From an optimization exercise on the open Yosys and OpenROAD flow, aimed at small area and a short achievable clock period; shortcuts taken in it are not production practice.
In this exercise RTL edits were held to simulation tests only and were not proved equivalent to the original.
Power figures rest on the tool's default switching activity, not on a simulated workload.

`flow/run.sh`:
```
#!/bin/bash
# synth_recipe.tcl (not shown) runs the flow's synth.tcl, then flattens the netlist and writes it again
# the make line also repeats each setting of config.mk as NAME=value (left out here)
make -C /OpenROAD-flow-scripts/flow DESIGN_CONFIG=/design/flow/config.mk WORK_HOME=/design/flow/orfs CLKGATE_MAP_FILE= SYNTH_SCRIPT=/design/flow/synth_recipe.tcl finish
```
`flow/config.mk`:
```
export PLATFORM = sky130hd
export DESIGN_NAME = router
export DESIGN_NICKNAME = router
export VERILOG_FILES = /design/flow/design.v
export SDC_FILE = /design/flow/constraint.sdc
export NUM_CORES = 4
export LEC_CHECK = 0
export CAP_MARGIN = 20
export CORE_MARGIN = 2
export CORE_UTILIZATION = 50
export PLACE_DENSITY = 0.6
export SLEW_MARGIN = 20
```
`flow/constraint.sdc`:
```
create_clock -name core_clock -period 5.0 [get_ports {clk}]
set_input_delay 1.0000 -clock core_clock [delete_from_list [all_inputs] [get_ports {clk}]]
set_output_delay 1.0000 -clock core_clock [all_outputs]
set_load 0.01 [all_outputs]
```
`flow/design.v`:
```
module router (
    input logic clk,
    input logic rst_n,
    input logic [3:0]  req_i,       
    input logic [31:0] data_n_i,
    input logic [31:0] data_s_i,
    input logic [31:0] data_e_i,
    input logic [31:0] data_w_i,
    input logic        yumi_i,     
    output logic [31:0] data_o,
    output logic        valid_o,
    output logic        busy_o
);
    logic [31:0] buffer [0:63];      
    logic [5:0]  write_ptr, read_ptr; 
    logic [6:0]  count;              
    logic write_en;
    logic read_en;
    assign write_en = (|req_i) && (count < 64);
    assign read_en  = (count > 0) && yumi_i;
    always_ff @(posedge clk or negedge rst_n) begin
        if (!rst_n) begin
            write_ptr <= 0;
            read_ptr  <= 0;
            count     <= 0;
            busy_o    <= 0;
            valid_o   <= 0;
            data_o    <= 0;
        end else begin
            if (write_en) begin
                if (req_i[0])      buffer[write_ptr] <= data_n_i;
                else if (req_i[1]) buffer[write_ptr] <= data_s_i;
                else if (req_i[2]) buffer[write_ptr] <= data_e_i;
                else if (req_i[3]) buffer[write_ptr] <= data_w_i;
                write_ptr <= write_ptr + 1;
            end
            if (read_en) begin
                data_o    <= buffer[read_ptr];
                valid_o   <= 1;
                read_ptr  <= read_ptr + 1;
            end else begin
                valid_o <= 0;
            end
            if (write_en && !read_en) begin
                count <= count + 1;           
            end 
            else if (!write_en && read_en) begin
                count <= count - 1;           
            end
            if (count >= 60) busy_o <= 1; 
            else             busy_o <= 0;
        end
    end
endmodule
```
==> impl_metrics.py, run 1 <==
metrics = {
    "run_status": {
        "run_status": "no timing/DRC/antenna violations",
    },
    "synth": {
        "synth_cell_types": 60,
        "ys.flop_type": "edfxtp_1",
        "avgSynthCellArea_um2": 17.38,
        "ys_warn_count": 2,
        "syn_inst": 4481,
        "yosys-top-cells-area": "edfxtp_1 79%, a22oi_1 7.7%, dfrtp_1 1.7%",
        "yosysTopAreaCell": "edfxtp_1",
        "ys_seq_area_share_pct": 80.68,
        "async_flop_share_pct": 2.523,
        "syn_area_um2": 77870,
        "yosysMostFrequentCell": "edfxtp_1",
        "synth_top_cell_area_share_pct": 78.98,
        "ys_ff_latch": 2101,
        "synth_edf_count": 2048,
        "synthTopCellsByCount": "2048 x edfxtp_1, 802 x a22oi_1, 209 x clkbuf_1, 191 x nand2_1, 167 x nand4_1",
    },
    "sta": {
        "max_freq_mhz": 225.4,
        "worst_slew_pin_slew_ns": 1.275,
        "period_needed_ns": 4.437,
        "maxSlewHeadroom_pct": 12.83,
        "finalHoldViolations": 0,
        "fin_tns_setup_ns": 0,
        "setup_viol": 0,
        "worst_hold_slack_ns": 0.1168,
        "fin_ws_ns": 0.5631,
        "finClkSkew_ns": 0.02376,
        "rsz0062_at_grt": "false",
        "slew_violations": 0,
        "finalCritPeriodShare_pct": 88.74,
    },
    "floorplan": {
        "fp-row-count": 144,
        "core_um2": 154400,
        "die_area_um2": 158900,
        "io_pins": 169,
        "die_h_um": 398.6,
        "start_util_pct": 50.43,
        "die_x_um": 398.6,
    },
    "setup_path": {
        "crit_chain": "buf_4 > mux2_2 > nor3b_1 > o221ai_1 > a2111oi_0 > nand3_2 > nand2_1 > buf_4 > o221ai_1",
        "slowest_stage": "dfrtp_1",
        "r2r_start": "read_ptr[2]",
        "critPathLaunchType": "register",
        "slowest_delay_ns": 0.80,
        "end_kind": "register",
        "r2r_slack_ns": 0.56,
        "arrival_ns": 5.12,
        "critPathMaxFanout": 26,
        "path_class": "register to register",
        "cp.required_ns": 5.69,
        "reg2regPathDepth": 9,
        "critPathLaunch": "read_ptr[2]",
    },
    "global_routing": {
        "grt_usage_pct": 34.17,
        "grt_pass1_vias": 45297,
        "gr-total-overflow": 0,
        "antenna_found_initial": 6,
        "grt_first_pass_wirelength_mm": 369.6,
        "grt_max_degree": 65,
    },
    "place": {
        "io_buffers": 168,
        "placed_cell_area_um2": 84080,
        "gp_congestion": 0.9460,
        "hpwl_mm": 162.1,
        "detailedPlace.worstSlack_ns": 0.5957,
    },
    "cts": {
        "path_clk_slew_ns": 0.06,
        "cts_setup_buffers": 0,
        "hold_buffers": 0,
        "cts_root_buffer": "clkbuf_16",
        "cts_buffer_depth": 3,
        "clock_latency_ns": 0.85,
        "htreeDepth": 4,
        "cts.sinks": 2101,
        "cts-buffers-inserted": 203,
        "cts_resized": 0,
        "tritoncts": "yes",
    },
    "routing": {
        "ant_nets": 0,
        "route.detailed.drc": 0,
        "wl_per_cell_um": 38.77,
        "totalWireLength_mm": 271.6,
        "vias": 47829,
        "drtPass1Iterations": 12,
        "vias_per_cell": 6.827,
        "drt_first_iter_violations": 8005,
    },
    "power_and_ir_drop": {
        "ir_drop_uv": 361.0,
        "cellPowerDensity_nw_per_um2": 480.5,
        "leakage_uw": 0.02907,
    },
    "finish": {
        "fin_util_pct": 58.70,
        "fin_area_um2": 90630,
        "drive_gt1_share_pct": 13.71,
        "area_growth_pct": 16.39,
        "nNetsFinal": 4931,
    },
    "worst_hold_path": {
        "hold_class": "input pin to asynchronous set/reset pin",
    },
    "job": {
        "maxCapViolCount": 0,
    },
}
-- metrics by stage --
step | total power [µW] | std cells
floorplan | 24640 | 4481
global placement | 28440 | 6616
detailed placement | 28500 | 6618
CTS | 43340 | 6997
global route | 44490 | 6998
finish | 43550 | 7006
-- power breakdown --
group | internal (µW) | switching, µW
clock | 8500 | 6640
sequential | 20100 | 539
combinational | 2340 | 5430
total | 30900 | 12600
-- worst max-delay path: cells and delay by family (launching register included) --
kind,cells,cell delay (ns)
muxes,1,0.37
and+or+nand+nor,3,1.21
AOI/OAI and AO/OA,3,1.08
DFF,1,0.80
buffers and inverters,2,0.78
-- sequential cells by signal, indices dropped and copies added, names as in the netlist --
name and cells:
write_ptr 6, valid_o 1, busy_o 1, count 7, data_o 32, buffer 2048, read_ptr 6
-- logic make-up after synthesis --
group	after synthesis	synth area share, %
fa+ha+maj	16	0.2667
xor+xnor	16	0.1800
mux	79	1.017
buf+inv	317	1.628
compound gates	1144	10.84
flops	2101	80.68
simple gates	808	5.386
-- path summary, 6_finish.rpt --
check / to
min: data_o[5]
max in group asynchronous: data_o[28]
max reg2reg: data_o[4]
min in group core_clock: count[5]
min reg2reg: count[5]
max: data_o[4]
-- layout by cell type, fill, tap and decap left out, types with 18 or more instances in the layout --
| cell | netlist | routed |
|---|---|---|
| a21oi_1 | 95 | 95 |
| a222oi_1 | 29 | 29 |
| a22o_1 | 47 | 47 |
| a22oi_1 | 802 | 802 |
| and2_2 | 0 | 48 |
| and3_1 | 57 | 57 |
| buf_12 | 0 | 39 |
| buf_4 | 1 | 184 |
| clkbuf_1 | 209 | 50 |
| clkbuf_16 | 0 | 206 |
| clkdlybuf4s50_1 | 0 | 164 |
| clkinv_1 | 0 | 44 |
| clkinv_2 | 0 | 34 |
| dfrtp_1 | 53 | 51 |
| edfxtp_1 | 2048 | 2048 |
| inv_1 | 19 | 18 |
| mux2i_1 | 78 | 78 |
| nand2_1 | 191 | 191 |
| nand3_1 | 35 | 34 |
| nand4_1 | 167 | 167 |
| nor2_1 | 164 | 98 |
| nor2_4 | 0 | 67 |
| nor3_1 | 22 | 22 |
| nor4_1 | 33 | 33 |
| o21ai_0 | 58 | 26 |
| o21ai_4 | 0 | 32 |
-- metal layers --
| layer | vias up | global-route usage [%] | wire (µm) |
|---|---|---|---|
| met5 | - | 0 | 13 |
| met4 | 2 | 17.36 | 16570 |
| met3 | 794 | 8.727 | 35030 |
| met2 | 3642 | 51.34 | 121000 |
| met1 | 24333 | 46.50 | 99040 |
| li1 | 19058 | - | - |
-- cell type report --
class,count,area (µm²)
inverter,19,71.32
tap,2044,2557
sequential,2101,62830
fill,11491,63770
antenna,8,20.02
timing repair buffer,392,3896
clock buffer,266,5480
clock inverter,113,1028
multi-input combinational,2063,14750
==> inputs of run 2 (changes only) <==
==> flow/design.v (replaced) <==
module router (
    input logic clk,
    input logic rst_n,
    input logic [3:0]  req_i,
    input logic [31:0] data_n_i,
    input logic [31:0] data_s_i,
    input logic [31:0] data_e_i,
    input logic [31:0] data_w_i,
    input logic        yumi_i,
    output logic [31:0] data_o,
    output logic        valid_o,
    output logic        busy_o
);
    logic [31:0] buffer [0:63];
    logic [63:0] rsel;         
    logic [5:0]  write_ptr;
    logic [6:0]  count;
    logic        empty;        
    logic full, write_en, read_en;
    logic [31:0] din, rdata;
    assign full     = count[6];
    assign write_en = (|req_i) && !full;
    assign read_en  = yumi_i && !empty;
    always_comb begin
        if (req_i[0])      din = data_n_i;
        else if (req_i[1]) din = data_s_i;
        else if (req_i[2]) din = data_e_i;
        else               din = data_w_i;
    end
    always_ff @(posedge clk) begin
        if (!full) buffer[write_ptr] <= din;
    end
    logic [31:0] lvl0 [0:63];
    logic [31:0] lvl1 [0:15];
    logic [31:0] lvl2 [0:3];
    always_comb begin
        for (int i = 0; i < 64; i++) lvl0[i] = {32{rsel[i]}} & buffer[i];
        for (int i = 0; i < 16; i++) lvl1[i] = lvl0[4*i] | lvl0[4*i+1] | lvl0[4*i+2] | lvl0[4*i+3];
        for (int i = 0; i < 4; i++)  lvl2[i] = lvl1[4*i] | lvl1[4*i+1] | lvl1[4*i+2] | lvl1[4*i+3];
        rdata = lvl2[0] | lvl2[1] | lvl2[2] | lvl2[3];
    end
    always_ff @(posedge clk) data_o <= rdata;
    logic [6:0] count_next;
    always_comb begin
        if (write_en && !read_en)      count_next = count + 7'd1;
        else if (!write_en && read_en) count_next = count - 7'd1;
        else                           count_next = count;
    end
    always_ff @(posedge clk or negedge rst_n) begin
        if (!rst_n) begin
            rsel      <= 64'd1;
            write_ptr <= 6'd0;
            count     <= 7'd0;
            empty     <= 1'b1;
            valid_o   <= 1'b0;
            busy_o    <= 1'b0;
        end else begin
            valid_o <= read_en;
            busy_o  <= (count >= 7'd60);
            if (read_en)  rsel <= {rsel[62:0], rsel[63]};
            if (write_en) write_ptr <= write_ptr + 6'd1;
            count <= count_next;
            empty <= (count_next == 7'd0);
        end
    end
endmodule
--- a/flow/config.mk
+++ b/flow/config.mk
@@ -5,8 +5,11 @@
 export SDC_FILE = /design/flow/constraint.sdc
 export NUM_CORES = 4
 export LEC_CHECK = 0
+export ABC_CLOCK_PERIOD_IN_PS = 2300
 export CAP_MARGIN = 20
 export CORE_MARGIN = 2
-export CORE_UTILIZATION = 50
-export PLACE_DENSITY = 0.6
+export CORE_UTILIZATION = 60
+export PLACE_DENSITY = 0.7
+export SETUP_SLACK_MARGIN = 2.7
 export SLEW_MARGIN = 20
+export TNS_END_PERCENT = 100
==> run 2 against run 1 <==
Effect of this change: still clean on timing, DRC and antenna; worst setup slack gained 1.9 ns; synthesized cell count down 7.5%; sequential share of layout area decreased by 1.2 points; flip-flop and latch count is 59 higher; via count rose by 16%; global-route usage rose by 16 points; final cell count decreased by 4.8%.
==> impl_metrics.py, run 2 <==
metrics = {
    "run_status": {
        "run_status": "no timing/DRC/antenna violations",
    },
    "cts": {
        "tritoncts": "yes",
        "path_clk_slew_ns": 0.07,
        "cts-buffers-inserted": 200,
        "clock_latency_ns": 0.88,
        "htreeDepth": 4,
        "cts_root_buffer": "clkbuf_16",
        "cts_buffer_depth": 3,
        "cts.sinks": 2160,
    },
    "worst_hold_path": {
        "hold_class": "input pin to asynchronous set/reset pin",
    },
    "sta": {
        "finalHoldViolations": 0,
        "fin_ws_ns": 2.497,
        "worst_slew_pin_slew_ns": 0.9114,
        "max_freq_mhz": 399.5,
        "period_needed_ns": 2.503,
        "rsz0062_at_grt": "true",
        "finClkSkew_ns": 0.03639,
        "fin_tns_setup_ns": 0,
        "worst_hold_slack_ns": 0.1781,
        "finalCritPeriodShare_pct": 50.06,
        "slew_violations": 0,
        "setup_viol": 0,
        "maxSlewHeadroom_pct": 39.24,
    },
    "finish": {
        "drive_gt1_share_pct": 22.85,
        "largest_reg_flops": 2048,
        "top_regs": "buffer (2048), rsel (64), data_o (32)",
        "layout.cells.non_filler": 6669,
        "final_cell_mix": "2048 x edfxtp_1, 512 x a22o_1, 463 x a221oi_1, 287 x buf_4, 224 x nand2_1",
        "nNetsFinal": 4868,
        "n_fill_cell": 7112,
        "area_growth_pct": 21.66,
        "largest_register": "buffer",
        "fin_util_pct": 73.29,
        "layout_commonest_cell": "edfxtp_1",
    },
    "routing": {
        "vias": 55404,
        "totalWireLength_mm": 341.8,
        "drtPass1Iterations": 10,
        "drt_first_iter_violations": 13310,
        "vias_per_cell": 8.308,
        "wl_per_cell_um": 51.26,
        "route.detailed.drc": 0,
        "ant_nets": 0,
    },
    "synth": {
        "ys.flop_type": "edfxtp_1",
        "synth_edf_count": 2048,
        "syn_inst": 4143,
        "synthTopCellsByCount": "2048 x edfxtp_1, 512 x a221oi_1, 512 x a22o_1, 264 x clkbuf_1, 236 x nand2_1",
        "avgSynthCellArea_um2": 18.75,
        "async_flop_share_pct": 3.704,
        "syn_area_um2": 77700,
        "synth_top_cell_area_share_pct": 79.15,
        "ys_seq_area_share_pct": 82.55,
        "yosysTopAreaCell": "edfxtp_1",
        "yosysMostFrequentCell": "edfxtp_1",
        "ys_warn_count": 4,
        "synth_cell_types": 43,
        "ys_ff_latch": 2160,
        "yosys-top-cells-area": "edfxtp_1 79%, a221oi_1 5.8%, a22o_1 5.8%",
    },
    "setup_path": {
        "slowest_stage": "dfrtp_2",
        "critPathLaunch": "valid_o",
        "reg2regPathDepth": 5,
        "r2r_start": "rsel[2]",
        "end_kind": "primary output",
        "path_class": "register to primary output",
        "r2r_slack_ns": 2.52,
        "arrival_ns": 1.50,
        "critical_path_buf_inv_count": 1,
        "critPathLaunchType": "register",
        "slowest_delay_ns": 0.48,
        "cp.required_ns": 4.00,
        "endpoint": "valid_o",
        "critPathMaxFanout": 1,
        "path_depth": 1,
        "rr_endpoint": "data_o[21]",
        "critical_path.top_delay_family": "flip-flops",
        "crit_chain": "buf_6",
    },
    "global_routing": {
        "grt_max_degree": 66,
        "gr-total-overflow": 0,
        "grt_usage_pct": 50.27,
        "antenna_found_initial": 24,
        "grt_first_pass_wirelength_mm": 432.3,
        "grt_pass1_vias": 49617,
    },
    "place": {
        "io_buffers": 168,
        "gp_congestion": 0.8853,
        "hpwl_mm": 162.4,
        "detailedPlace.worstSlack_ns": 1.445,
        "dpl.cell_count": 5958,
    },
    "floorplan": {
        "core_um2": 129000,
        "fp-row-count": 132,
        "start_util_pct": 60.24,
        "die_h_um": 363.9,
        "io_pins": 169,
        "die_x_um": 363.9,
        "die_area_um2": 132400,
    },
    "power_and_ir_drop": {
        "cellPowerDensity_nw_per_um2": 426.9,
        "leakage_uw": 0.03132,
        "ir_drop_uv": 370.6,
    },
    "job": {
        "maxCapViolCount": 0,
    },
}
[run 2: final cells by class]
class	instances	area, µm²	area share, %
sequential	2160	64390	68.11
multi-input combinational	1700	14090	14.90
timing repair buffer	663	7441	7.871
clock buffer	277	5518	5.837
tap	1742	2180	2.306
clock inverter	101	842.1	0.8908
antenna	22	55.05	0.05824
inverter	4	20.02	0.02118
[run 2: worst min-delay path by stage]
stage	startpoint	endpoint	slack, ns
final	rst_n	count[0]	0.18
after global routing	rst_n	count[3]	0.20
after CTS	rst_n	count[4]	0.16
after detailed placement	count[4]	count[4]	0.55
after global placement	write_ptr[0]	write_ptr[0]	0.54
after floorplan	count[4]	count[4]	0.51
[run 2: repair_timing]
action | CTS | global route
endpoints found under the setup margin | 3140 | 2114
setup buffers | 248 | 37
hold buffers | 0 | 0
gates resized for setup | 374 | 151
pin swaps | 55 | 33
gates cloned | 6 | 19
[run 2: routing by layer]
metal  vias to the layer above  share of wire, %  track usage [%]
met3                      2392                22            29.59
met2                      7802                38            66.36
met1                     26395                28            60.67
li1                      18766                 -                -
met5                         -              0.50            2.033
met4                        49                11            36.52
[run 2: stage by stage]
| stage | cell area [µm²] | total power (µW) |
|---|---|---|
| finish | 94530 | 40360 |
| global route | 94490 | 40810 |
| CTS | 93150 | 39560 |
| detailed placement | 83350 | 24780 |
| global placement | 83300 | 24680 |
| floorplan | 78240 | 22970 |
[run 2: cells by family (layout without fill, tap and decap cells)]
logic type	count (synthesis)	count (layout)	share of synthesized area, %
flip-flops	2160	2160	82.55
AO/OA/AOI/OAI	1100	1119	12.08
other	0	22	0
adder cells (fa/ha/maj)	4	4	0.06441
XOR/XNOR	10	10	0.1127
buffers and inverters	302	1045	1.469
multiplexers	34	34	0.4396
AND/OR/NAND/NOR	533	533	3.287
[run 2: report_power, final]
part / internal [µW] / total, µW / switching [µW]
registers: 21200 / 21600 / 400
clock network: 8250 / 15100 / 6840
logic: 818 / 3700 / 2880
total: 30200 / 40400 / 10100
==> inputs of run 3 (changes only) <==
--- a/flow/design.v
+++ b/flow/design.v
@@ -13,7 +13,8 @@
 );
     logic [31:0] buffer [0:63];
     logic [63:0] rsel;         
-    logic [5:0]  write_ptr;
+    logic [7:0]  wlo, whi;     
+    logic [7:0]  wlo_g;        
     logic [6:0]  count;
     logic        empty;        
     logic full, write_en, read_en;
@@ -28,7 +29,9 @@
         else               din = data_w_i;
     end
     always_ff @(posedge clk) begin
-        if (!full) buffer[write_ptr] <= din;
+        for (int h = 0; h < 8; h++)
+            for (int l = 0; l < 8; l++)
+                if (whi[h] && wlo_g[l]) buffer[8*h+l] <= din;
     end
     logic [31:0] lvl0 [0:63];
     logic [31:0] lvl1 [0:15];
@@ -46,19 +49,25 @@
         else if (!write_en && read_en) count_next = count - 7'd1;
         else                           count_next = count;
     end
+    logic [7:0] wlo_next;
+    assign wlo_next = write_en ? {wlo[6:0], wlo[7]} : wlo;
     always_ff @(posedge clk or negedge rst_n) begin
         if (!rst_n) begin
-            rsel      <= 64'd1;
-            write_ptr <= 6'd0;
-            count     <= 7'd0;
-            empty     <= 1'b1;
-            valid_o   <= 1'b0;
-            busy_o    <= 1'b0;
+            rsel    <= 64'd1;
+            wlo     <= 8'd1;
+            wlo_g   <= 8'd1;
+            whi     <= 8'd1;
+            count   <= 7'd0;
+            empty   <= 1'b1;
+            valid_o <= 1'b0;
+            busy_o  <= 1'b0;
         end else begin
             valid_o <= read_en;
             busy_o  <= (count >= 7'd60);
-            if (read_en)  rsel <= {rsel[62:0], rsel[63]};
-            if (write_en) write_ptr <= write_ptr + 6'd1;
+            if (read_en) rsel <= {rsel[62:0], rsel[63]};
+            wlo   <= wlo_next;
+            wlo_g <= count_next[6] ? 8'd0 : wlo_next;
+            if (write_en && wlo[7]) whi <= {whi[6:0], whi[7]};
             count <= count_next;
             empty <= (count_next == 7'd0);
         end
--- a/flow/config.mk
+++ b/flow/config.mk
@@ -9,6 +9,8 @@
 export CAP_MARGIN = 20
 export CORE_MARGIN = 2
 export CORE_UTILIZATION = 60
+export CTS_CLUSTER_DIAMETER = 80
+export CTS_CLUSTER_SIZE = 25
 export PLACE_DENSITY = 0.7
 export SETUP_SLACK_MARGIN = 2.7
 export SLEW_MARGIN = 20
==> run 3 against run 2 <==
Effect of this change: register-to-register slack improved by 0.02 ns; combinational power down 67%; maximum frequency up 1.6%; synthesized cell count increased by 0.34%; final cell count shrank 4.8%; die area increased by 1.1%; global-route usage shrank 2.1 points; worst hold slack gained 0.15 ns; critical path type is now register to register; flip-flop and latch count grew 18; sequential share of layout area is 4.6 points higher; via count is 4.2% lower; worst setup slack improved by 0.038 ns.
==> impl_metrics.py, run 3 <==
metrics = {
    "finish": {
        "largest_reg_flops": 2048,
        "layout.cells.non_filler": 6347,
        "nNetsFinal": 4638,
        "fin_area_um2": 89200,
        "fin_util_pct": 68.71,
        "layout_commonest_cell": "edfxtp_1",
        "n_fill_cell": 8205,
        "largest_register": "buffer",
        "drive_gt1_share_pct": 17.58,
        "area_growth_pct": 13.53,
        "top_regs": "buffer (2048), rsel (64), data_o (32)",
        "final_cell_mix": "2048 x edfxtp_1, 512 x a22o_1, 469 x a221oi_1, 224 x buf_4, 219 x nand2_1",
    },
    "synth": {
        "ys.flop_type": "edfxtp_1",
        "ys_seq_area_share_pct": 82.22,
        "synthTopCellsByCount": "2048 x edfxtp_1, 512 x a221oi_1, 512 x a22o_1, 225 x nand2_1, 170 x clkbuf_1",
        "async_flop_share_pct": 4.500,
        "syn_inst": 4157,
        "synth_top_cell_area_share_pct": 78.27,
        "yosysTopAreaCell": "edfxtp_1",
        "yosys-top-cells-area": "edfxtp_1 78%, a221oi_1 5.7%, a22o_1 5.7%",
        "avgSynthCellArea_um2": 18.90,
        "yosysMostFrequentCell": "edfxtp_1",
        "ys_warn_count": 5,
        "syn_area_um2": 78570,
        "ys_ff_latch": 2178,
        "synth_cell_types": 50,
        "synth_edf_count": 2048,
    },
    "global_routing": {
        "grt_max_degree": 68,
        "antenna_found_initial": 26,
        "grt_usage_pct": 48.21,
        "grt_first_pass_wirelength_mm": 423.9,
        "grt_pass1_vias": 47296,
        "gr-total-overflow": 0,
    },
    "cts": {
        "hold_buffers": 0,
        "path_clk_slew_ns": 0.10,
        "clock_latency_ns": 0.78,
        "cts_root_buffer": "clkbuf_16",
        "cts.sinks": 2178,
        "cts-buffers-inserted": 99,
        "htreeDepth": 3,
        "cts_buffer_depth": 3,
        "tritoncts": "yes",
    },
    "sta": {
        "finalCritPeriodShare_pct": 49.30,
        "maxSlewHeadroom_pct": 17.16,
        "finalHoldViolations": 0,
        "worst_slew_pin_slew_ns": 1.243,
        "max_freq_mhz": 405.7,
        "fin_ws_ns": 2.535,
        "finClkSkew_ns": 0.04576,
        "period_needed_ns": 2.465,
        "fin_tns_setup_ns": 0,
        "setup_viol": 0,
        "rsz0062_at_grt": "true",
        "slew_violations": 0,
    },
    "run_status": {
        "run_status": "no timing/DRC/antenna violations",
    },
    "worst_hold_path": {
        "hold_class": "input pin to asynchronous set/reset pin",
    },
    "place": {
        "dpl.cell_count": 5956,
        "io_buffers": 168,
        "hpwl_mm": 166.1,
        "gp_congestion": 0.9122,
        "placed_cell_area_um2": 83220,
        "detailedPlace.worstSlack_ns": 1.372,
    },
    "routing": {
        "totalWireLength_mm": 333.0,
        "drt_first_iter_violations": 13470,
        "wl_per_cell_um": 52.47,
        "route.detailed.drc": 0,
        "vias_per_cell": 8.362,
        "drtPass1Iterations": 9,
        "vias": 53075,
        "ant_nets": 0,
    },
    "setup_path": {
        "arrival_ns": 2.86,
        "critPathLaunchType": "register",
        "r2r_slack_ns": 2.54,
        "reg2regPathDepth": 2,
        "critPathMaxFanout": 19,
        "cp.required_ns": 5.40,
        "end_kind": "register",
        "path_class": "register to register",
    },
    "floorplan": {
        "die_area_um2": 133900,
        "io_pins": 169,
        "die_h_um": 365.9,
        "core_um2": 129800,
        "start_util_pct": 60.53,
        "die_x_um": 365.9,
        "fp-row-count": 132,
    },
    "job": {
        "maxCapViolCount": 0,
    },
    "power_and_ir_drop": {
        "cellPowerDensity_nw_per_um2": 346.7,
        "leakage_uw": 0.02913,
        "ir_drop_uv": 358.4,
    },
}
run 3: timing repair:
item | 4_1_cts | 5_1_grt
resized for setup | 355 | 97
pin swaps | 18 | 23
buffers inserted | 125 | 33
endpoints found under the setup margin | 2254 | 962
gates cloned | 13 | 14
run 3: routing by layer:
layer | share of wire, % | vias to the layer above | track usage (%) | wire length [µm]
met1 | 29 | 25651 | 59.91 | 95360
met4 | 9.8 | 28 | 35.37 | 32640
li1 | - | 18259 | - | -
met3 | 22 | 1936 | 24.66 | 72430
met5 | 0.30 | - | 1.460 | 1000
met2 | 40 | 7201 | 64.54 | 131600
run 3: logic make-up after synthesis:
kind of cell	after synthesis	share of synthesized area, %
buf+inv	298	1.618
xor+xnor	5	0.05573
simple gates	521	3.411
compound gates	1105	11.99
fa+ha+maj	3	0.04778
mux	47	0.6609
flops	2178	82.22
run 3: through the flow:
step / hold slack (ns) / power (µW)
after global placement: 0.5032 / 21530
after floorplan: 0.4844 / 21140
final: 0.3274 / 30930
after detailed placement: 0.5093 / 21570
after global routing: 0.4310 / 31340
after CTS: 0.3820 / 30530
run 3: final timing paths:
| path | start | to |
|---|---|---|
| max | whi[1] | buffer[9][9] |
| min | rst_n | count[3] |
| max reg2reg | whi[1] | buffer[9][9] |
| min reg2reg | wlo[4] | wlo[4] |
| max in group asynchronous | rst_n | wlo[5] |
| min in group core_clock | wlo[4] | wlo[4] |
run 3: final cells by class:
| type | count | area (µm²) | area share, % |
|---|---|---|---|
| diodes | 25 | 62.56 | 0.07013 |
| clock buffers | 165 | 2766 | 3.101 |
| clock inverters | 16 | 143.9 | 0.1613 |
| inverters | 4 | 15.01 | 0.01683 |
| multi-input cells | 1707 | 13960 | 15.65 |
| flip-flops and latches | 2178 | 64830 | 72.68 |
| well taps | 1742 | 2180 | 2.443 |
| repair buffers | 510 | 5243 | 5.877 |
run 3: report_power, final:
group          switching (µW)  leakage, µW  internal, µW
logic                     877      0.00761           350
clock network            5630      0.00140          3860
registers                64.6       0.0201         20100
run 3: worst max-delay path, stage by stage, from the launching register on:
cell	delay, ns
dfrtp_1	0.56
and2_2	0.89
buf_4	0.55
==> inputs of run 4 (changes only) <==
--- a/flow/design.v
+++ b/flow/design.v
@@ -33,15 +33,23 @@
             for (int l = 0; l < 8; l++)
                 if (whi[h] && wlo_g[l]) buffer[8*h+l] <= din;
     end
-    logic [31:0] lvl0 [0:63];
-    logic [31:0] lvl1 [0:15];
-    logic [31:0] lvl2 [0:3];
-    always_comb begin
-        for (int i = 0; i < 64; i++) lvl0[i] = {32{rsel[i]}} & buffer[i];
-        for (int i = 0; i < 16; i++) lvl1[i] = lvl0[4*i] | lvl0[4*i+1] | lvl0[4*i+2] | lvl0[4*i+3];
-        for (int i = 0; i < 4; i++)  lvl2[i] = lvl1[4*i] | lvl1[4*i+1] | lvl1[4*i+2] | lvl1[4*i+3];
-        rdata = lvl2[0] | lvl2[1] | lvl2[2] | lvl2[3];
+    logic [31:0] grp_n [0:21];
+    for (genvar k = 0; k < 21; k++) begin : g_grp
+        router_rd_grp3 u_grp (.d0(buffer[3*k]), .d1(buffer[3*k+1]), .d2(buffer[3*k+2]),
+                              .s0(rsel[3*k]), .s1(rsel[3*k+1]), .s2(rsel[3*k+2]),
+                              .y_n(grp_n[k]));
     end
+    assign grp_n[21] = ~({32{rsel[63]}} & buffer[63]);
+    logic [31:0] or9 [0:7];
+    logic [31:0] or27_n [0:2];
+    for (genvar k = 0; k < 7; k++) begin : g_or9
+        router_nand3 u_nand (.a(grp_n[3*k]), .b(grp_n[3*k+1]), .c(grp_n[3*k+2]), .y(or9[k]));
+    end
+    assign or9[7] = ~grp_n[21];
+    router_nor3 u_nor0 (.a(or9[0]), .b(or9[1]), .c(or9[2]), .y(or27_n[0]));
+    router_nor3 u_nor1 (.a(or9[3]), .b(or9[4]), .c(or9[5]), .y(or27_n[1]));
+    router_nor3 u_nor2 (.a(or9[6]), .b(or9[7]), .c(32'd0),  .y(or27_n[2]));
+    router_nand3 u_nand_last (.a(or27_n[0]), .b(or27_n[1]), .c(or27_n[2]), .y(rdata));
     always_ff @(posedge clk) data_o <= rdata;
     logic [6:0] count_next;
     always_comb begin
@@ -73,3 +81,22 @@
         end
     end
 endmodule
+module router_rd_grp3 (
+    input  logic [31:0] d0, d1, d2,
+    input  logic        s0, s1, s2,
+    output logic [31:0] y_n
+);
+    assign y_n = ~(({32{s0}} & d0) | ({32{s1}} & d1) | ({32{s2}} & d2));
+endmodule
+module router_nand3 (
+    input  logic [31:0] a, b, c,
+    output logic [31:0] y
+);
+    assign y = ~(a & b & c);
+endmodule
+module router_nor3 (
+    input  logic [31:0] a, b, c,
+    output logic [31:0] y
+);
+    assign y = ~(a | b | c);
+endmodule
--- a/flow/config.mk
+++ b/flow/config.mk
@@ -14,4 +14,6 @@
 export PLACE_DENSITY = 0.7
 export SETUP_SLACK_MARGIN = 2.7
 export SLEW_MARGIN = 20
+export SYNTH_HIERARCHICAL = 1
+export SYNTH_MINIMUM_KEEP_SIZE = 0
 export TNS_END_PERCENT = 100
==> run 4 against run 3 <==
Effect of this change: register-to-register slack gained 0.03 ns; synthesized cell count down 4.8%; global-route usage decreased by 11 points; via count down 12%; die area decreased by 0.36%; routed wire length is 25% lower; critical endpoint is now data_o[26]; largest cell class unchanged; highest routed layer unchanged.
==> impl_metrics.py, run 4 <==
metrics = {
    "routing": {
        "wl_met1_mm": 79.47,
        "wl_met3_mm": 46.54,
        "drt_first_iter_violations": 11086,
        "wl_per_cell_um": 40.20,
        "vias_per_cell": 7.520,
        "drtPass1Iterations": 13,
        "totalWireLength_mm": 249.2,
        "route.detailed.drc": 0,
        "vias": 46612,
        "top_layer": "met5",
        "ant_nets": 0,
        "dr_wl_met2_mm": 108.3,
    },
    "setup_path": {
        "critical_path_buf_inv_count": 2,
        "end_kind": "register",
        "critical_path.top_delay_family": "simple AND/OR/NAND/NOR gates",
        "critPathMaxFanout": 14,
        "path_class": "register to register",
        "critPathLaunchType": "register",
        "reg2regPathDepth": 6,
        "cp.required_ns": 5.59,
        "slowest_stage": "nor3_4",
        "slowest_delay_ns": 0.65,
        "path_depth": 6,
        "path_common_cell": "buf_4",
        "crit_chain": "buf_4 > buf_4 > a222oi_1 > nand3_1 > nor3_4 > nand3_2",
        "arrival_ns": 3.03,
    },
    "finish": {
        "drive_gt1_share_pct": 18.28,
        "nNetsFinal": 4499,
        "largest_register": "buffer",
        "seq_area_um2": 64760,
        "fin_util_pct": 67.80,
        "area_growth_pct": 12.15,
        "n_fill_cell": 8313,
        "top_regs": "buffer (2048), rsel (64), data_o (32)",
        "largest_reg_flops": 2048,
        "final_cell_mix": "2048 x edfxtp_1, 672 x a222oi_1, 231 x nand3_1, 231 x buf_4, 227 x nand2_1",
        "multi_input_area_um2": 13110,
        "layout_commonest_cell": "edfxtp_1",
    },
    "synth": {
        "ys_warn_count": 14,
        "synth_edf_count": 2048,
        "yosysMostFrequentCell": "edfxtp_1",
        "synth_top_cell_area_share_pct": 78.56,
        "synth_cell_types": 46,
        "ys.flop_type": "edfxtp_1",
        "synthTopCellsByCount": "2048 x edfxtp_1, 672 x a222oi_1, 257 x nand3_1, 227 x nand2_1, 127 x buf_6",
        "ys_ff_latch": 2178,
        "async_flop_share_pct": 4.500,
        "yosysTopAreaCell": "edfxtp_1",
        "avgSynthCellArea_um2": 19.78,
        "yosys-top-cells-area": "edfxtp_1 79%, a222oi_1 8.6%, dfrtp_1 3.0%",
        "ys_seq_area_share_pct": 82.52,
        "syn_inst": 3958,
        "syn_area_um2": 78290,
    },
    "cts": {
        "htreeDepth": 3,
        "path_clk_slew_ns": 0.10,
        "cts.sinks": 2178,
        "clock_latency_ns": 0.76,
        "cts_root_buffer": "clkbuf_16",
        "cts-buffers-inserted": 99,
        "hold_buffers": 0,
        "cts_buffer_depth": 3,
        "tritoncts": "yes",
    },
    "sta": {
        "slew_violations": 0,
        "finalCritPeriodShare_pct": 48.73,
        "worst_hold_slack_ns": 0.1943,
        "fin_tns_setup_ns": 0,
        "finClkSkew_ns": 0.04565,
        "maxSlewHeadroom_pct": 25.57,
        "setup_viol": 0,
        "worst_slew_pin_slew_ns": 1.116,
        "finalHoldViolations": 0,
        "max_freq_mhz": 410.4,
        "period_needed_ns": 2.436,
        "rsz0062_at_grt": "true",
    },
    "global_routing": {
        "grt_usage_pct": 36.79,
        "grt_first_pass_wirelength_mm": 335.1,
        "gr-total-overflow": 0,
        "grt_max_degree": 65,
        "grt_pass1_vias": 43108,
        "antenna_found_initial": 8,
    },
    "power_and_ir_drop": {
        "cellPowerDensity_nw_per_um2": 356.2,
        "leakage_uw": 0.02910,
        "pwr-share-seq_pct": 64.7,
        "p_sw_share_pct": 21.17,
        "ir_drop_uv": 361.9,
        "p_clk_share_pct": 30.2,
        "p_comb_share_pct": 5.1,
        "switching_power_uw": 6621,
        "p_int_uw": 24660,
        "power_uw": 31280,
    },
    "floorplan": {
        "start_util_pct": 60.46,
        "fp-row-count": 132,
        "die_area_um2": 133400,
        "die_h_um": 365.2,
        "die_x_um": 365.2,
        "core_um2": 129500,
        "io_pins": 169,
    },
    "worst_hold_path": {
        "hold_class": "input pin to asynchronous set/reset pin",
    },
    "run_status": {
        "run_status": "no timing/DRC/antenna violations",
    },
    "place": {
        "io_buffers": 168,
        "gp_congestion": 0.8314,
        "hpwl_mm": 127.5,
    },
    "job": {
        "maxCapViolCount": 0,
    },
}
==> run 4: kinds of logic after synthesis <==
kind of cell | synth area share (%)
DFF | 82.52
and+or+nand+nor | 5.138
adders and majority gates | 0.04795
AOI/OAI and AO/OA | 9.164
muxes | 0.6249
buffers and inverters | 2.447
other | 0.004790
xor gates and xnor gates | 0.05594
==> run 4: per-layer routing <==
metal / track usage [%] / up-vias
li1: - / 17913
met1: 50.28 / 23336
met2: 53.65 / 4720
met3: 12.23 / 635
met4: 18.30 / 8
met5: 0 / -
==> run 4: cell type report <==
cell class / instances / share of cell area (%)
repair buffers: 480 / 5.322
diodes: 8 / 0.02280
inverters: 6 / 0.03990
clock buffers: 174 / 3.251
well taps: 1742 / 2.483
multi-input cells: 1596 / 14.93
clock inverters: 14 / 0.1881
flip-flops and latches: 2178 / 73.76
==> run 4: power groups by stage <==
stage	combinational [µW]	clock, µW	sequential, µW
finish	1590	9460	20200
detailed placement	1190	0	20600
CTS	1340	9440	20200
floorplan	594	0	20600
global route	1640	10100	20200
global placement	1150	0	20600
==> run 4: per-module statistics from Yosys, one instance, submodules excluded <==
module,flip-flops and latches,cells
router,2178,2745
router_nand3,0,32
router_rd_grp3,0,41
router_nor3,0,32
==> run 4: final timing paths <==
check,slack [ns],end,from
max,2.56,data_o[26],rsel[8]
min,0.19,busy_o,rst_n
max reg2reg,2.56,data_o[26],rsel[8]
min reg2reg,0.52,rsel[56],rsel[56]
max in group asynchronous,3.77,rsel[45],rst_n
min in group core_clock,0.52,rsel[56],rsel[56]
==> run 4: per-stage QoR <==
stage,setup slack (ns),cells,cell area (µm²)
global route,2.632,6190,87770
finish,2.564,6198,87790
floorplan,2.339,3989,78860
global placement,1.334,5850,82260
CTS,2.571,6119,86650
detailed placement,1.271,5850,82260
==> run 4: repair_timing <==
item / CTS / global route
resized for setup: 295 / 70
gates cloned: 16 / 8
pin swaps: 51 / 75
setup endpoints to repair: 1447 / 1034
buffers inserted: 65 / 62
==> inputs of run 5 (changes only) <==
--- a/flow/design.v
+++ b/flow/design.v
@@ -48,7 +48,7 @@
     assign or9[7] = ~grp_n[21];
     router_nor3 u_nor0 (.a(or9[0]), .b(or9[1]), .c(or9[2]), .y(or27_n[0]));
     router_nor3 u_nor1 (.a(or9[3]), .b(or9[4]), .c(or9[5]), .y(or27_n[1]));
-    router_nor3 u_nor2 (.a(or9[6]), .b(or9[7]), .c(32'd0),  .y(or27_n[2]));
+    router_nor2 u_nor2 (.a(or9[6]), .b(or9[7]), .y(or27_n[2]));
     router_nand3 u_nand_last (.a(or27_n[0]), .b(or27_n[1]), .c(or27_n[2]), .y(rdata));
     always_ff @(posedge clk) data_o <= rdata;
     logic [6:0] count_next;
@@ -77,7 +77,7 @@
             wlo_g <= count_next[6] ? 8'd0 : wlo_next;
             if (write_en && wlo[7]) whi <= {whi[6:0], whi[7]};
             count <= count_next;
-            empty <= (count_next == 7'd0);
+            empty <= (empty && !write_en) || (count == 7'd1 && read_en && !write_en);
         end
     end
 endmodule
@@ -100,3 +100,9 @@
 );
     assign y = ~(a | b | c);
 endmodule
+module router_nor2 (
+    input  logic [31:0] a, b,
+    output logic [31:0] y
+);
+    assign y = ~(a | b);
+endmodule
==> run 5 against run 4 <==
Effect of this change: worst hold slack improved by 0.0053 ns; via count is 6.3% lower; clock skew rose by 0.0069 ns; largest cell class unchanged; combinational power is 13% lower; count of clock-buffer cells in the layout down 17; design area down 1.3%; non-clock buffer count is 85 lower; synthesized area is 0.24% lower; synthesized cell count shrank 3.2%; maximum frequency decreased by 0.33%; global-route usage down 3.7 points.
==> impl_metrics.py, run 5 <==
metrics = {
    "floorplan": {
        "core_um2": 129300,
        "die_h_um": 364.8,
        "io_pins": 169,
        "die_area_um2": 133100,
        "start_util_pct": 60.39,
        "die_x_um": 364.8,
        "fp-row-count": 132,
    },
    "global_routing": {
        "antenna_found_initial": 12,
        "grt_pass1_vias": 40908,
        "gr-total-overflow": 0,
        "grt_usage_pct": 33.14,
        "grt_max_degree": 65,
        "grt_first_pass_wirelength_mm": 306.7,
    },
    "place": {
        "gp_congestion": 0.8158,
        "io_buffers": 168,
        "detailedPlace.worstSlack_ns": 1.150,
        "hpwl_mm": 114.8,
    },
    "finish": {
        "final_cell_mix": "2048 x edfxtp_1, 672 x a222oi_1, 213 x nand3_1, 161 x buf_4, 129 x clkdlybuf4s50_1",
        "nNetsFinal": 4263,
        "largest_register": "buffer",
        "largest_reg_flops": 2048,
        "drive_gt1_share_pct": 18.24,
        "area_growth_pct": 10.96,
        "top_regs": "buffer (2048), rsel (64), data_o (32)",
        "layout_commonest_cell": "edfxtp_1",
    },
    "sta": {
        "fin_ws_ns": 2.555,
        "finalHoldViolations": 0,
        "period_needed_ns": 2.445,
        "slew_violations": 0,
        "fin_tns_setup_ns": 0,
        "maxSlewHeadroom_pct": 21.74,
        "max_freq_mhz": 409.1,
        "finClkSkew_ns": 0.05259,
        "finalCritPeriodShare_pct": 48.89,
        "worst_slew_pin_slew_ns": 1.174,
        "setup_viol": 0,
        "rsz0062_at_grt": "true",
    },
    "routing": {
        "drt_first_iter_violations": 9368,
        "totalWireLength_mm": 224.4,
        "ant_nets": 0,
        "vias": 43656,
        "vias_per_cell": 7.352,
        "drtPass1Iterations": 10,
        "wl_per_cell_um": 37.79,
        "route.detailed.drc": 0,
    },
    "setup_path": {
        "path_class": "register to register",
        "crit_chain": "buf_6 > a222oi_1 > nand3_2 > nor3_4 > nand3_2",
        "critPathLaunchType": "register",
        "critical_path_buf_inv_count": 1,
        "cp.required_ns": 5.60,
        "arrival_ns": 3.04,
        "critical_path.top_delay_family": "simple AND/OR/NAND/NOR gates",
        "critPathMaxFanout": 6,
        "path_common_cell": "nand3_2",
        "end_kind": "register",
        "slowest_stage": "nor3_4",
        "slowest_delay_ns": 0.57,
    },
    "power_and_ir_drop": {
        "leakage_uw": 0.02858,
        "power_uw": 30970,
        "ir_drop_uv": 226.4,
        "cellPowerDensity_nw_per_um2": 357.4,
        "switching_power_uw": 6387,
        "p_clk_share_pct": 30.3,
        "p_comb_share_pct": 4.5,
        "p_int_uw": 24580,
        "pwr-share-seq_pct": 65.2,
        "p_sw_share_pct": 20.62,
    },
    "cts": {
        "cts_buffer_depth": 3,
        "cts.sinks": 2178,
        "cts-buffers-inserted": 99,
        "htreeDepth": 3,
        "hold_buffers": 0,
        "cts_root_buffer": "clkbuf_16",
        "tritoncts": "yes",
        "clock_latency_ns": 0.75,
        "path_clk_slew_ns": 0.10,
    },
    "synth": {
        "ys.flop_type": "edfxtp_1",
        "yosys-top-cells-area": "edfxtp_1 79%, a222oi_1 8.6%, dfrtp_1 3.0%",
        "synth_edf_count": 2048,
        "yosysMostFrequentCell": "edfxtp_1",
        "ys_seq_area_share_pct": 82.72,
        "ys_ff_latch": 2178,
        "synth_top_cell_area_share_pct": 78.75,
        "syn_inst": 3831,
        "async_flop_share_pct": 4.500,
        "synth_cell_types": 42,
        "yosysTopAreaCell": "edfxtp_1",
        "ys_warn_count": 14,
        "avgSynthCellArea_um2": 20.38,
        "syn_area_um2": 78090,
        "synthTopCellsByCount": "2048 x edfxtp_1, 672 x a222oi_1, 259 x nand3_1, 127 x buf_6, 96 x and2_1",
    },
    "job": {
        "maxCapViolCount": 0,
    },
    "run_status": {
        "run_status": "no timing/DRC/antenna violations",
    },
    "worst_hold_path": {
        "hold_class": "input pin to asynchronous set/reset pin",
    },
}
## run 5: cell types whose count changed in the layout (fill, tap and decap cells not counted), sizes merged, moves of 8 or more
cell / previous run / this run
nand2: 227 / 38
buf: 346 / 258
mux2: 15 / 78
nor2: 36 / 69
conb: 32 / 0
nor3: 99 / 68
clkbuf: 178 / 160
and2: 104 / 96
## run 5: area by class of cell
type / count / area (µm²)
inverters: 7 / 42.54
fillers: 8212 / 42670
clock buffers: 157 / 2821
well taps: 1742 / 2180
clock inverters: 15 / 171.4
flip-flops and latches: 2178 / 64700
repair buffers: 395 / 3762
diodes: 2 / 5.005
multi-input cells: 1442 / 12970
## run 5: path summary, 6_finish.rpt
kind	start	endpoint	slack, ns	depth (start not counted)
worst min-delay path	rst_n	count[3]	0.20	1
min in group core_clock	wlo[0]	wlo[0]	0.51	2
max in group asynchronous	rst_n	rsel[12]	3.79	2
worst max-delay path	rsel[42]	data_o[27]	2.56	5
worst min register to register	wlo[0]	wlo[0]	0.51	2
worst max register to register	rsel[42]	data_o[27]	2.56	5
## run 5: modules after synthesis, one instance, submodules excluded
module / flops+latches / cells / area [µm²]
router: 2178 / 2618 / 67590
router_rd_grp3: 0 / 41 / 402.9
router_nor3: 0 / 32 / 320.3
router_nand3: 0 / 32 / 160.2
router_nor2: 0 / 32 / 120.1
## run 5: what timing repair did
item / CTS / global route
endpoints found under the hold margin: 0 / 0
pin swaps: 44 / 77
gates cloned: 13 / 3
setup buffers: 46 / 55
gates resized for setup: 281 / 68
endpoints found under the setup margin: 1582 / 714
## run 5: cells by family after synthesis
family          Yosys count  share of synthesized area, %
compound gates          756                         9.205
xor+xnor                  1                       0.03525
fa+ha+maj                 5                       0.08011
buf+inv                 227                         2.421
flops                  2178                         82.72
mux                     112                         1.561
simple gates            552                         3.980
## run 5: power groups by stage
stage               Combinational, µW  Sequential (µW)  Clock, µW
floorplan                         635            20600          0
global placement                 1100            20600          0
detailed placement               1150            20600          0
CTS                              1300            20200       9390
global route                     1460            20200      10000
finish                           1390            20200       9380
## run 5: metrics by stage
stage                     cell area [µm²]  std cells  hold slack, ns  util (%)
after detailed placement            81590       5647          0.4806     63.09
final                               86650       5938          0.1996     67.00
after floorplan                     78630       3831          0.4589         -
after global placement              81540       5645          0.4759     63.05
after CTS                           85800       5878          0.2035     66.35
after global routing                86640       5936          0.2388     67.00
## run 5: routing by layer
layer  global-route usage (%)  vias up  wire (µm)
met3                    7.967      380      35800
li1                         -    17338          -
met4                    11.77        6       8783
met5                        0        -         39
met2                    51.51     3560     103900
met1                    46.47    22372      75870
==> inputs of run 6 (changes only) <==
--- a/flow/design.v
+++ b/flow/design.v
@@ -41,15 +41,15 @@
     end
     assign grp_n[21] = ~({32{rsel[63]}} & buffer[63]);
     logic [31:0] or9 [0:7];
-    logic [31:0] or27_n [0:2];
+    logic [31:0] or18_n [0:3];
     for (genvar k = 0; k < 7; k++) begin : g_or9
         router_nand3 u_nand (.a(grp_n[3*k]), .b(grp_n[3*k+1]), .c(grp_n[3*k+2]), .y(or9[k]));
     end
     assign or9[7] = ~grp_n[21];
-    router_nor3 u_nor0 (.a(or9[0]), .b(or9[1]), .c(or9[2]), .y(or27_n[0]));
-    router_nor3 u_nor1 (.a(or9[3]), .b(or9[4]), .c(or9[5]), .y(or27_n[1]));
-    router_nor2 u_nor2 (.a(or9[6]), .b(or9[7]), .y(or27_n[2]));
-    router_nand3 u_nand_last (.a(or27_n[0]), .b(or27_n[1]), .c(or27_n[2]), .y(rdata));
+    for (genvar k = 0; k < 4; k++) begin : g_or18
+        router_nor2 u_nor (.a(or9[2*k]), .b(or9[2*k+1]), .y(or18_n[k]));
+    end
+    router_nand4 u_nand_last (.a(or18_n[0]), .b(or18_n[1]), .c(or18_n[2]), .d(or18_n[3]), .y(rdata));
     always_ff @(posedge clk) data_o <= rdata;
     logic [6:0] count_next;
     always_comb begin
@@ -94,11 +94,11 @@
 );
     assign y = ~(a & b & c);
 endmodule
-module router_nor3 (
-    input  logic [31:0] a, b, c,
+module router_nand4 (
+    input  logic [31:0] a, b, c, d,
     output logic [31:0] y
 );
-    assign y = ~(a | b | c);
+    assign y = ~(a & b & c & d);
 endmodule
 module router_nor2 (
     input  logic [31:0] a, b,
==> run 6 against run 5 <==
Effect of this change: still clean; via count grew 0.85%; register-to-register slack gained 0.04 ns; design area shrank 0.70%; total power shrank 0.26%; routed wire length grew 3.5%; sequential power is essentially flat; die area shrank 0.30%; highest routed layer unchanged.
==> impl_metrics.py, run 6 <==
metrics = {
    "sta": {
        "setup_viol": 0,
        "max_freq_mhz": 415.7,
        "worst_slew_pin_slew_ns": 1.166,
        "slew_violations": 0,
        "period_needed_ns": 2.406,
        "finClkSkew_ns": 0.03424,
        "maxSlewHeadroom_pct": 22.26,
        "finalHoldViolations": 0,
        "rsz0062_at_grt": "true",
        "finalCritPeriodShare_pct": 48.11,
        "fin_tns_setup_ns": 0,
        "fin_ws_ns": 2.594,
    },
    "synth": {
        "ys_warn_count": 14,
        "yosysMostFrequentCell": "edfxtp_1",
        "ys_ff_latch": 2178,
        "synth_xor_area_share_pct": 0.03536,
        "synth-compound-area-share_pct": 9.233,
        "synth_edf_count": 2048,
        "syn_inst": 3863,
        "syn_area_um2": 77850,
        "synth_top_family_by_area": "compound AO/OA/AOI/OAI gates",
        "synth_top_cell_area_share_pct": 78.99,
        "async_flop_share_pct": 4.500,
        "yosysTopAreaCell": "edfxtp_1",
        "synth_cell_types": 41,
        "avgSynthCellArea_um2": 20.15,
        "ys_seq_area_share_pct": 82.97,
        "yosys.area_share.simple_pct": 3.684,
        "synthMuxAreaShare_pct": 1.565,
        "synthTopCellsByCount": "2048 x edfxtp_1, 672 x a222oi_1, 227 x nand3_1, 164 x nor2_1, 127 x buf_6",
        "yosys-top-cells-area": "edfxtp_1 79%, a222oi_1 8.6%, dfrtp_1 3.0%",
        "synth_fa_ha_area_share_pct": 0.08036,
        "ys.flop_type": "edfxtp_1",
    },
    "cts": {
        "htreeDepth": 3,
        "path_clk_slew_ns": 0.10,
        "cts-buffers-inserted": 97,
        "cts_root_buffer": "clkbuf_16",
        "clock_latency_ns": 0.74,
        "cts.sinks": 2178,
        "hold_buffers": 0,
        "cts_buffer_depth": 3,
        "tritoncts": "yes",
    },
    "global_routing": {
        "grt_usage_pct": 34.28,
        "antenna_found_initial": 20,
        "gr-total-overflow": 0,
        "grt_first_pass_wirelength_mm": 314.2,
        "grt_pass1_vias": 40971,
        "grt_max_degree": 70,
    },
    "setup_path": {
        "crit_chain": "buf_4 > a222oi_1 > nand3_1 > nor2_1 > nand4_1",
        "cp.required_ns": 5.50,
        "critical_path_buf_inv_count": 1,
        "critPathMaxFanout": 34,
        "path_class": "register to register",
        "end_kind": "register",
        "arrival_ns": 2.91,
        "critPathLaunchType": "register",
        "critical_path.top_delay_family": "simple AND/OR/NAND/NOR gates",
        "slowest_delay_ns": 0.43,
        "slowest_stage": "a222oi_1",
    },
    "worst_hold_path": {
        "hold_class": "input pin to asynchronous set/reset pin",
    },
    "finish": {
        "largest_reg_flops": 2048,
        "layout_commonest_cell": "edfxtp_1",
        "nNetsFinal": 4283,
        "seq_area_um2": 64740,
        "fin_area_um2": 86050,
        "n_fill_cell": 8464,
        "final_cell_mix": "2048 x edfxtp_1, 672 x a222oi_1, 223 x nand3_1, 151 x buf_4, 129 x clkdlybuf4s50_1",
        "drive_gt1_share_pct": 16.82,
        "area_growth_pct": 10.52,
        "largest_register": "buffer",
        "multi_input_area_um2": 12570,
        "layout.cells.non_filler": 5961,
        "top_regs": "buffer (2048), rsel (64), data_o (32)",
    },
    "floorplan": {
        "die_area_um2": 132700,
        "die_x_um": 364.2,
        "start_util_pct": 60.28,
        "core_um2": 129200,
        "fp-row-count": 132,
        "io_pins": 169,
        "die_h_um": 364.2,
    },
    "routing": {
        "route.detailed.drc": 0,
        "wl_per_cell_um": 38.97,
        "ant_nets": 0,
        "drtPass1Iterations": 10,
        "totalWireLength_mm": 232.3,
        "vias": 44025,
        "drt_first_iter_violations": 9635,
        "vias_per_cell": 7.386,
    },
    "power_and_ir_drop": {
        "cellPowerDensity_nw_per_um2": 359.0,
        "ir_drop_uv": 311.3,
        "leakage_uw": 0.02791,
    },
    "place": {
        "hpwl_mm": 121.4,
        "io_buffers": 168,
        "placed_cell_area_um2": 81380,
        "gp_congestion": 0.8531,
        "dpl.cell_count": 5681,
        "detailedPlace.worstSlack_ns": 1.247,
    },
    "run_status": {
        "run_status": "no timing/DRC/antenna violations",
    },
    "job": {
        "maxCapViolCount": 0,
    },
}
==> run 6: cell count changes after synthesis, sizes merged <==
cell	delta
nand3	-32
nand4	+32
nor3	-64
nor2	+96
==> run 6: worst paths after layout <==
check                           startpoint         end  slack (ns)  cells past startpoint
max in group asynchronous            rst_n    rsel[34]        3.58                      2
worst min register to register      wlo[0]      wlo[0]        0.51                      2
worst max register to register    rsel[22]  data_o[28]        2.59                      5
worst min-delay path                 rst_n     valid_o        0.31                      1
min in group core_clock             wlo[0]      wlo[0]        0.51                      2
worst max-delay path              rsel[22]  data_o[28]        2.59                      5
==> run 6: cell type report <==
class | instances | share of cell area (%)
timing repair buffer | 379 | 4.221
tap | 1742 | 2.533
clock buffer | 167 | 3.275
inverter | 7 | 0.03926
multi-input combinational | 1480 | 14.61
antenna | 3 | 0.008725
sequential | 2178 | 75.24
clock inverter | 5 | 0.07271
==> run 6: worst register-to-register path: stages, from the launching register on <==
cell      delay [ns]
dfrtp_2         0.40
buf_4           0.31
a222oi_1        0.47
nand3_1         0.25
nor2_1          0.40
nand4_1         0.37
==> run 6: cells by family after synthesis <==
kind of cell | count (synthesis)
muxes | 112
and+or+nand+nor | 584
DFF | 2178
AOI/OAI and AO/OA | 756
buffers and inverters | 227
xor gates and xnor gates | 1
adders and majority gates | 5
==> run 6: power breakdown <==
part	switching (µW)	internal [µW]
registers	59.8	20100
clock network	5340	3930
logic	996	422
==> run 6: Yosys stat by module, one instance, submodules excluded <==
module	cells	flip-flops and latches	cell area, µm²
router	2618	2178	67590
router_nand3	32	0	160.2
router_nand4	32	0	200.2
router_nor2	32	0	120.1
router_rd_grp3	41	0	402.9
==> run 6: metal layers <==
layer  GRT usage (%)  up-vias  share of wire (%)
li1                -    17401                  -
met5               0        -              0.066
met1           46.82    22348                 33
met2           51.22     3793                 45
met3           10.14      459                 16
met4           16.44       24                5.5
==> run 6: metrics by stage <==
stage / total power, µW / util [%] / hold slack, ns
6_report: 30890 / 66.62 / 0.3131
5_1_grt: 31530 / 66.62 / 0.3569
4_1_cts: 30780 / 66.04 / 0.3245
3_5_place_dp: 21760 / 63.01 / 0.4887
3_3_place_gp: 21720 / 62.96 / 0.4918
2_1_floorplan: 21230 / - / 0.4589
==> run 6: repair_timing <==
action	CTS	global route
resized for setup	292	64
pin swaps	41	42
setup endpoints to repair	2058	1019
buffers inserted	39	43
cloned	18	5
==> inputs of run 7 (changes only) <==
--- a/flow/design.v
+++ b/flow/design.v
@@ -22,12 +22,13 @@
     assign full     = count[6];
     assign write_en = (|req_i) && !full;
     assign read_en  = yumi_i && !empty;
-    always_comb begin
-        if (req_i[0])      din = data_n_i;
-        else if (req_i[1]) din = data_s_i;
-        else if (req_i[2]) din = data_e_i;
-        else               din = data_w_i;
-    end
+    logic sel_n, sel_s, sel_e, sel_w;
+    assign sel_n = req_i[0];
+    assign sel_s = !req_i[0] && req_i[1];
+    assign sel_e = !req_i[0] && !req_i[1] && req_i[2];
+    assign sel_w = !req_i[0] && !req_i[1] && !req_i[2];
+    router_sel4 u_din (.a(data_n_i), .b(data_s_i), .c(data_e_i), .d(data_w_i),
+                       .sa(sel_n), .sb(sel_s), .sc(sel_e), .sd(sel_w), .y(din));
     always_ff @(posedge clk) begin
         for (int h = 0; h < 8; h++)
             for (int l = 0; l < 8; l++)
@@ -106,3 +107,10 @@
 );
     assign y = ~(a | b);
 endmodule
+module router_sel4 (
+    input  logic [31:0] a, b, c, d,
+    input  logic        sa, sb, sc, sd,
+    output logic [31:0] y
+);
+    assign y = ({32{sa}} & a) | ({32{sb}} & b) | ({32{sc}} & c) | ({32{sd}} & d);
+endmodule
==> flow/flow/run.sh (new file) <==
#!/bin/bash
# The standard layout (standard.sh, unchanged synthesis and steps), with one difference:
# the port buffers that global placement inserts are plain sky130_fd_sc_hd__buf_1 cells
# instead of the default choice (clkdlybuf4s50_1 delay cells).
# The whole make output goes to standard.log; ORFS's per-step logs stay under orfs/logs.
set -euo pipefail
cd "$(dirname "$0")/.."
export BUFFER_PORTS_ARGS="-buffer_cell sky130_fd_sc_hd__buf_1"
bash standard.sh > standard.log 2>&1
==> flow/standard.sh (new file) <==
#!/bin/bash
# synth_recipe.tcl (not shown) runs the flow's synth.tcl, then flattens the netlist and writes it again
# the make line also repeats each setting of config.mk as NAME=value (left out here)
make -C /OpenROAD-flow-scripts/flow DESIGN_CONFIG=/design/flow/config.mk WORK_HOME=/design/flow/orfs CLKGATE_MAP_FILE= SYNTH_SCRIPT=/design/flow/synth_recipe.tcl "${@:-finish}"
removed: flow/run.sh
==> run 7 against run 6 <==
Effect of this change: still clean on timing, DRC and antenna; global-route usage is 3.2 points lower; first-iteration DRC count is 9.2% lower; critical path depth stayed put; clock power is 0.5% lower; maximum frequency is 0.17% higher; count of clock-buffer cells in the layout is 11 higher; worst hold slack better by 0.12 ns; via count is 4.3% lower; largest power group unchanged.
==> impl_metrics.py, run 7 <==
metrics = {
    "run_status": {
        "run_status": "no timing/DRC/antenna violations",
    },
    "floorplan": {
        "die_x_um": 363.6,
        "die_area_um2": 132200,
        "die_h_um": 363.6,
        "fp-row-count": 131,
        "core_um2": 128000,
        "start_util_pct": 60.62,
        "io_pins": 169,
    },
    "power_and_ir_drop": {
        "cellPowerDensity_nw_per_um2": 367.1,
        "ir_drop_uv": 297.6,
        "leakage_uw": 0.02655,
    },
    "place": {
        "gp_congestion": 0.8377,
        "hpwl_mm": 110.3,
        "io_buffers": 168,
    },
    "synth": {
        "ys_ff_latch": 2178,
        "ys_warn_count": 14,
        "ys_seq_area_share_pct": 83.25,
        "synth_edf_count": 2048,
        "yosysTopAreaCell": "edfxtp_1",
        "synth_cell_types": 42,
        "ys.flop_type": "edfxtp_1",
        "yosys-top-cells-area": "edfxtp_1 79%, a222oi_1 8.7%, dfrtp_1 3.0%",
        "synthTopCellsByCount": "2048 x edfxtp_1, 672 x a222oi_1, 227 x nand3_1, 132 x nor2_1, 129 x buf_6",
        "avgSynthCellArea_um2": 20.44,
        "syn_inst": 3796,
        "synth_top_cell_area_share_pct": 79.25,
        "syn_area_um2": 77600,
        "async_flop_share_pct": 4.500,
        "yosysMostFrequentCell": "edfxtp_1",
    },
    "global_routing": {
        "grt.met3_usage_pct": 7.143,
        "grt_util_met2_pct": 47.16,
        "grt_pass1_vias": 38669,
        "grt_first_pass_wirelength_mm": 287.7,
        "grt_usage_pct": 31.06,
        "grtUsageMet1_pct": 45.46,
        "grt.busiest_layer": "met2",
        "antenna_found_initial": 7,
        "grt_max_degree": 65,
        "gr-total-overflow": 0,
    },
    "finish": {
        "area_growth_pct": 7.498,
        "nNetsFinal": 4069,
        "largest_register": "buffer",
        "largest_reg_flops": 2048,
        "final_cell_mix": "2048 x edfxtp_1, 672 x a222oi_1, 206 x nand3_1, 159 x buf_1, 101 x clkbuf_16",
        "top_regs": "buffer (2048), rsel (64), data_o (32)",
        "drive_gt1_share_pct": 12.71,
        "fin_util_pct": 65.16,
        "layout_commonest_cell": "edfxtp_1",
    },
    "routing": {
        "drt_first_iter_violations": 8744,
        "ant_nets": 0,
        "wl_per_cell_um": 36.08,
        "vias_per_cell": 7.325,
        "totalWireLength_mm": 207.4,
        "route.detailed.drc": 0,
        "vias": 42121,
        "drtPass1Iterations": 9,
    },
    "setup_path": {
        "r2r_start": "rsel[6]",
        "r2r_slack_ns": 2.60,
        "rr_endpoint": "data_o[19]",
        "arrival_ns": 2.96,
        "path_class": "register to register",
        "endpoint": "data_o[19]",
        "reg2regPathDepth": 5,
        "end_kind": "register",
        "critPathLaunch": "rsel[6]",
        "cp.required_ns": 5.55,
        "critPathLaunchType": "register",
        "critPathMaxFanout": 19,
    },
    "cts": {
        "cts.sinks": 2178,
        "cts_root_buffer": "clkbuf_16",
        "cts_buffer_depth": 3,
        "tritoncts": "yes",
        "path_clk_slew_ns": 0.10,
        "htreeDepth": 3,
        "cts-buffers-inserted": 97,
        "clock_latency_ns": 0.74,
    },
    "sta": {
        "fin_tns_setup_ns": 0,
        "maxSlewHeadroom_pct": 22.69,
        "finalCritPeriodShare_pct": 48.03,
        "finClkSkew_ns": 0.03452,
        "slew_violations": 0,
        "worst_slew_pin_slew_ns": 1.160,
        "worst_hold_slack_ns": 0.4321,
        "finalHoldViolations": 0,
        "period_needed_ns": 2.402,
        "rsz0062_at_grt": "true",
        "setup_viol": 0,
        "max_freq_mhz": 416.4,
    },
    "job": {
        "maxCapViolCount": 0,
    },
    "worst_hold_path": {
        "hold_class": "input pin to asynchronous set/reset pin",
    },
}
## run 7: cell count changes after synthesis, sizes merged
cell | before | now
nor3b | 0 | 1
clkbuf | 17 | 6
buf | 203 | 208
a21oi | 37 | 5
mux2i | 34 | 2
nor2 | 165 | 133
nor2b | 7 | 8
a22oi | 0 | 64
o21ai | 37 | 5
nor3 | 4 | 5
## run 7: what timing repair did
action	CTS	global route
buffers inserted	4	10
hold buffers	0	0
endpoints found under the setup margin	2124	1944
gates cloned	1	1
pin swaps	6	17
gates resized for setup	101	93
## run 7: worst min-delay path by stage
stage / endpoint / cells after the start / slack, ns / start
finish: busy_o / 1 / 0.43 / rst_n
global route: count[1] / 1 / 0.50 / rst_n
CTS: count[4] / 1 / 0.44 / rst_n
detailed placement: wlo[0] / 2 / 0.49 / wlo[0]
global placement: wlo[6] / 2 / 0.49 / wlo[6]
floorplan: wlo[0] / 2 / 0.46 / wlo[0]
## run 7: critical path: stages, from the launching register on
cell,delay (ns)
dfrtp_2,0.55
buf_4,0.29
a222oi_1,0.53
nand3_2,0.28
nor2_2,0.31
nand4_1,0.24
## run 7: power breakdown
group          switching, µW  leakage [µW]  internal [µW]
sequential              60.9        0.0202          20200
combinational            907       0.00502            249
clock                   5310       0.00137           3910
## run 7: cell type report
type                       instances  area, µm²
timing repair buffer             246       1458
multi-input combinational       1399      12170
tap                             1729       2163
clock buffer                     178       2816
fill                            8320      44600
antenna                            8      20.02
clock inverter                     5      72.57
inverter                           7      36.28
sequential                      2178      64680
## run 7: metal layers
| metal | wire, µm | part of all wire, % |
|---|---|---|
| met1 | 73670 | 36 |
| met2 | 94920 | 46 |
| met3 | 31920 | 15 |
| met4 | 6938 | 3.3 |
| met5 | 0 | 0 |
## run 7: kinds of logic after synthesis
| family | share of synthesized area, % |
|---|---|
| buffers and inverters | 2.444 |
| xor gates and xnor gates | 0.03548 |
| adders and majority gates | 0.08062 |
| AOI/OAI and AO/OA | 9.470 |
| muxes | 1.158 |
| and+or+nand+nor | 3.565 |
| DFF | 83.25 |
## run 7: modules after synthesis (local to each module, per instance)
| module | copies in the design | area (µm²) |
|---|---|---|
| router_nand3 | 7 | 160.2 |
| router_sel4 | 1 | 679.4 |
| router | 1 | 66660 |
| router_rd_grp3 | 21 | 402.9 |
| router_nand4 | 1 | 200.2 |
| router_nor2 | 4 | 120.1 |
## run 7: stage by stage
step                      setup slack (ns)  cell area (µm²)  std cells  total power (µW)
after global placement               1.538            79410       5540             21680
after global routing                 2.616            83400       5744             31350
after CTS                            2.686            82670       5728             30530
after detailed placement             1.412            79410       5540             21720
after floorplan                      2.554            77870       3796             21200
final                                2.598            83420       5750             30620

==> re-timing with driven ports <==
How much do the figures lean on ideal ports? The routed layouts below were timed once more, with nothing changed but the port constraints. Step 1: set_driving_cell puts a clkbuf_16 on clk and a buf_2 on each other input, an assumption about the parent block. Step 2 also shifts input and output timing later by t, the mid clock arrival at the registers, as if the neighbouring blocks saw the same clock. a / b / c = ideal ports / drivers / drivers and shift; a / b = the first two.
| run | t, ns | setup WS [ns] | worst setup path at the end | pins driven straight from the clock port |
|---|---|---|---|---|
| run 1 | 0.911 | 0.563 / 0.563 / 0.495 | input to register | 1 |
| run 2 | 0.948 | 2.497 / 2.409 / 1.720 | input to register | 1 |
| run 3 | 0.851 | 2.535 / 2.469 / 1.755 | input to register | 1 |
| run 4 | 0.823 | 2.564 / 2.564 / 1.873 | input to register | 1 |
| run 5 | 0.804 | 2.555 / 2.555 / 1.956 | input to register | 1 |
| run 6 | 0.805 | 2.594 / 2.594 / 1.918 | input to register | 1 |
| run 7 | 0.806 | 2.598 / 2.598 / 1.971 | input to register | 1 |
After both steps every run listed still meets setup and hold. For run 3, which loses most, drivers alone change the setup slack by -0.066 ns; drivers and shift together by -0.780 ns.
